Context: an optimization exercise on an open-source flow, tuned for small area and a short achievable clock period. The choices shown serve that exercise and are no tape-out recipe. At most, simulation tests tie the RTL to the original design; equivalence was not proved. Power figures rest on the tool's default switching activity, not on a simulated workload.

==> flow/design.v <==
`timescale 1ns / 1ps
module pwm_generator #(parameter clk_frequency = 450_000_000)(
    input clk,
    input resetn,
    input [1:0] freq_select,
    input [7:0] duty_cycle,
    output reg pwm_out
    );
    reg       zq;     
    reg       last;   
    reg [4:0] k;      
    reg [8:0] vlo;    
    reg [3:0] r0;     
    reg [7:0] x;      
    reg [3:0] r1;     
    reg [7:0] z;      
    function gt8(input [7:0] a, input [7:0] b);
        reg [7:0] g, e;
        reg [3:0] g1, e1;
        reg [1:0] g2, e2;
        integer i;
        begin
            for (i = 0; i < 8; i = i + 1) begin
                g[i] = a[i] & ~b[i];
                e[i] = ~(a[i] ^ b[i]);
            end
            for (i = 0; i < 4; i = i + 1) begin
                g1[i] = g[2*i+1] | (e[2*i+1] & g[2*i]);
                e1[i] = e[2*i+1] & e[2*i];
            end
            for (i = 0; i < 2; i = i + 1) begin
                g2[i] = g1[2*i+1] | (e1[2*i+1] & g1[2*i]);
                e2[i] = e1[2*i+1] & e1[2*i];
            end
            gt8 = g2[1] | (e2[1] & g2[0]);
        end
    endfunction
    function [8:0] inc9(input [8:0] a, input en);
        integer i, j;
        reg p;
        begin
            for (i = 0; i < 9; i = i + 1) begin
                p = 1'b1;
                for (j = i - 1; j >= 0; j = j - 1)
                    p = a[j] & p;
                inc9[i] = a[i] ^ (en & p);
            end
        end
    endfunction
    localparam [63:0] LONG = 64'hd6ad5ad5ab5ab56a;
    wire long_seg = LONG[vlo[5:0]];
    wire k17   = k[4] & k[0];
    wire r0_9  = r0[3] & r0[0];
    wire r1_9  = r1[3] & r1[0];
    wire c10   = last & r0_9;
    wire c100  = c10 & r1_9;
    wire z_ge3   = |z[7:2] | (z[1] & z[0]);
    wire z_eq2   = ~|z[7:2] & z[1] & ~z[0];
    wire z_ge6   = |z[7:3] | (z[2] & z[1]);
    wire z_eq5   = ~|z[7:3] & z[2] & ~z[1] & z[0];
    wire z_ge26  = |z[7:5] | (z[4] & z[3] & (z[2] | (z[1] & z[0])));
    wire z_eq25  = ~|z[7:5] & z[4] & z[3] & ~z[2] & ~z[1] & z[0];
    wire r1_ge6  = r1[3] | (r1[2] & r1[1]);
    wire r1_eq5  = ~r1[3] & r1[2] & ~r1[1] & r1[0];
    wire r1_ge2  = r1[3] | r1[2] | r1[1];
    wire r1_eq1  = ~r1[3] & ~r1[2] & ~r1[1] & r1[0];
    wire r0_ge6  = r0[3] | (r0[2] & r0[1]);
    wire r0_ge2  = r0[3] | r0[2] | r0[1];
    wire ge256   = z_ge3  | (z_eq2  & (r1_ge6 | (r1_eq5 & r0_ge6)));    
    wire ge512   = z_ge6  | (z_eq5  & (r1_ge2 | (r1_eq1 & r0_ge2)));    
    wire ge2560  = z_ge26 | (z_eq25 & r1_ge6);                          
    wire wrap1   = ge256  | (&vlo[7:0] & k17);
    wire wrap2   = ge512  | (&vlo[8:0] & k17);
    wire wrap10  = ge2560 | (&x & r0_9 & k17);
    wire wrap100 = &z & r1_9 & r0_9 & k17;
    wire [7:0] d  = duty_cycle;
    wire hi1      = ~ge256  & gt8(d, vlo[7:0]);
    wire hi2      = ~ge512  & gt8(d, vlo[8:1]);
    wire hi10     = ~ge2560 & gt8(d, x);
    wire hi100    = gt8(d, z);
    reg hi, wrap;
    always @(*) begin
        case (freq_select)
            2'b00: begin hi = hi100; wrap = wrap100; end
            2'b01: begin hi = hi10;  wrap = wrap10;  end
            2'b10: begin hi = hi2;   wrap = wrap2;   end
            default: begin hi = hi1; wrap = wrap1;   end
        endcase
    end
    always @(posedge clk or negedge resetn) begin
        if (!resetn) begin
            zq      <= 1'b1;
            pwm_out <= 1'b0;
        end else begin
            pwm_out <= zq ? |d : hi;
            zq      <= ~zq & wrap;
        end
    end
    wire [8:0] vlo_i = inc9(vlo, last);
    wire [8:0] x_i   = inc9({1'b0, x}, c10);
    wire [8:0] z_i   = inc9({1'b0, z}, c100);
    wire [8:0] k_i   = inc9({4'b0, k}, 1'b1);
    wire [8:0] r0_i  = inc9({5'b0, r0}, 1'b1);
    wire [8:0] r1_i  = inc9({5'b0, r1}, 1'b1);
    always @(posedge clk) begin
        if (zq) begin
            last <= 1'b0;
            k    <= 5'd1;
            vlo  <= 9'd0;
            r0   <= 4'd0;
            x    <= 8'd0;
            r1   <= 4'd0;
            z    <= 8'd0;
        end else begin
            last <= ~last & ((k == 5'd16) | ((k == 5'd15) & ~long_seg));
            k    <= last ? 5'd0 : k_i[4:0];
            vlo  <= vlo_i;
            if (last) r0 <= r0_9 ? 4'd0 : r0_i[3:0];
            x    <= x_i[7:0];
            if (c10) r1 <= r1_9 ? 4'd0 : r1_i[3:0];
            z    <= z_i[7:0];
        end
    end
endmodule
Settings: LEC_CHECK=0, ABC_CLOCK_PERIOD_IN_PS=2000, CAP_MARGIN=20, CORE_MARGIN=2, CORE_UTILIZATION=40, SETUP_SLACK_MARGIN=4.7, SLEW_MARGIN=20; clock period 7.0 ns.
run.sh (not shown) runs the stock make flow with config.mk's settings and CLKGATE_MAP_FILE= SYNTH_SCRIPT=/design/flow/synth_recipe.tcl, a recipe that flattens the netlist after the stock synthesis.
The baseline ran to the end with no violations.
Then changed:
==> flow/design.v (replaced) <==
`timescale 1ns / 1ps
module pwm_generator #(parameter clk_frequency = 450_000_000)(
    input clk,
    input resetn,
    input [1:0] freq_select,
    input [7:0] duty_cycle,
    output reg pwm_out
    );
    reg       zq;     
    reg       last;   
    reg [4:0] k;      
    reg [8:0] vlo;    
    reg [3:0] r0;     
    reg [3:0] r1;     
    reg [7:0] z;      
    function gt8(input [7:0] a, input [7:0] b);
        integer i;
        reg c;
        begin
            c = 1'b0;
            for (i = 0; i < 8; i = i + 1)
                c = (a[i] & ~b[i]) | ((a[i] | ~b[i]) & c);
            gt8 = c;
        end
    endfunction
    localparam [63:0] LONG = 64'hd6ad5ad5ab5ab56a;
    wire long_seg = LONG[vlo[5:0]];
    wire k17   = k[4] & k[0];
    wire r0_9  = r0[3] & r0[0];
    wire r1_9  = r1[3] & r1[0];
    wire c10   = last & r0_9;
    wire c100  = c10 & r1_9;
    wire z_ge3   = |z[7:2] | (z[1] & z[0]);
    wire z_eq2   = ~|z[7:2] & z[1] & ~z[0];
    wire z_ge6   = |z[7:3] | (z[2] & z[1]);
    wire z_eq5   = ~|z[7:3] & z[2] & ~z[1] & z[0];
    wire z_ge26  = |z[7:5] | (z[4] & z[3] & (z[2] | (z[1] & z[0])));
    wire z_eq25  = ~|z[7:5] & z[4] & z[3] & ~z[2] & ~z[1] & z[0];
    wire r1_ge6  = r1[3] | (r1[2] & r1[1]);
    wire r1_eq5  = ~r1[3] & r1[2] & ~r1[1] & r1[0];
    wire r1_ge2  = r1[3] | r1[2] | r1[1];
    wire r1_eq1  = ~r1[3] & ~r1[2] & ~r1[1] & r1[0];
    wire r0_ge6  = r0[3] | (r0[2] & r0[1]);
    wire r0_ge2  = r0[3] | r0[2] | r0[1];
    wire ge256   = z_ge3  | (z_eq2  & (r1_ge6 | (r1_eq5 & r0_ge6)));    
    wire ge512   = z_ge6  | (z_eq5  & (r1_ge2 | (r1_eq1 & r0_ge2)));    
    wire ge2560  = z_ge26 | (z_eq25 & r1_ge6);                          
    wire [7:0] w10 = {z[4:0], 3'b000} + {z[4:0], 1'b0} + r1;
    wire wrap1   = ge256  | (&vlo[7:0] & k17);
    wire wrap2   = ge512  | (&vlo[8:0] & k17);
    wire wrap10  = ge2560 | (z_eq25 & r1_eq5 & r0_9 & k17);
    wire wrap100 = &z & r1_9 & r0_9 & k17;
    wire [7:0] d  = duty_cycle;
    wire hi1      = ~ge256  & gt8(d, vlo[7:0]);
    wire hi2      = ~ge512  & gt8(d, vlo[8:1]);
    wire hi10     = ~ge2560 & gt8(d, w10);
    wire hi100    = gt8(d, z);
    reg hi, wrap;
    always @(*) begin
        case (freq_select)
            2'b00: begin hi = hi100; wrap = wrap100; end
            2'b01: begin hi = hi10;  wrap = wrap10;  end
            2'b10: begin hi = hi2;   wrap = wrap2;   end
            default: begin hi = hi1; wrap = wrap1;   end
        endcase
    end
    always @(posedge clk or negedge resetn) begin
        if (!resetn) begin
            zq      <= 1'b1;
            pwm_out <= 1'b0;
        end else begin
            pwm_out <= zq ? |d : hi;
            zq      <= ~zq & wrap;
        end
    end
    always @(posedge clk) begin
        if (zq) begin
            last <= 1'b0;
            k    <= 5'd1;
            vlo  <= 9'd0;
            r0   <= 4'd0;
            r1   <= 4'd0;
            z    <= 8'd0;
        end else begin
            last <= ~last & ((k == 5'd16) | ((k == 5'd15) & ~long_seg));
            k    <= last ? 5'd0 : k + 1'b1;
            vlo  <= vlo + last;
            if (last) r0 <= r0_9 ? 4'd0 : r0 + 1'b1;
            if (c10)  r1 <= r1_9 ? 4'd0 : r1 + 1'b1;
            z    <= z + c100;
        end
    end
endmodule
Outcome: The changed run completed without violations; setup slack is better by 0.074 ns; sequential power is lower by 17%; core utilization is lower by 2.1 points; non-clock buffer count is higher by 2; register-to-register slack is worse by 0.19 ns; synthesized cell count is higher by 2.4%; cell count is higher by 0.48%; power is lower by 4.1%; critical path depth is lower by 1; first-iteration DRC count is higher by 66%; routed wire length is higher by 7.8%.
No functional check of the RTL was part of the first run of this note.

[afterwards: timing with drivers on the ports]
No port has a modelled driver above. Below, the same layouts with a new extraction and two added sets of constraints.
Step 1 assumes that a clkbuf_16 drives the clock port and a buf_2 every other input.
Step 2 also shifts input and output timing later by t, the mid clock arrival at the registers, as if the neighbouring blocks saw the same clock.
Three values: no drivers, after step 1, after step 2; two values: the first two.
run	t, ns	slack for setup (ns)	worst data-port slew with drivers (ns)
the first run	0.316	4.520 / 4.506 / 4.190	0.06
the second run	0.310	4.594 / 4.589 / 4.278	0.04
After both steps setup and hold are still met in every run listed. The setup slack of the first run, which loses most, moves by -0.014 ns with the drivers and by -0.330 ns with both steps.
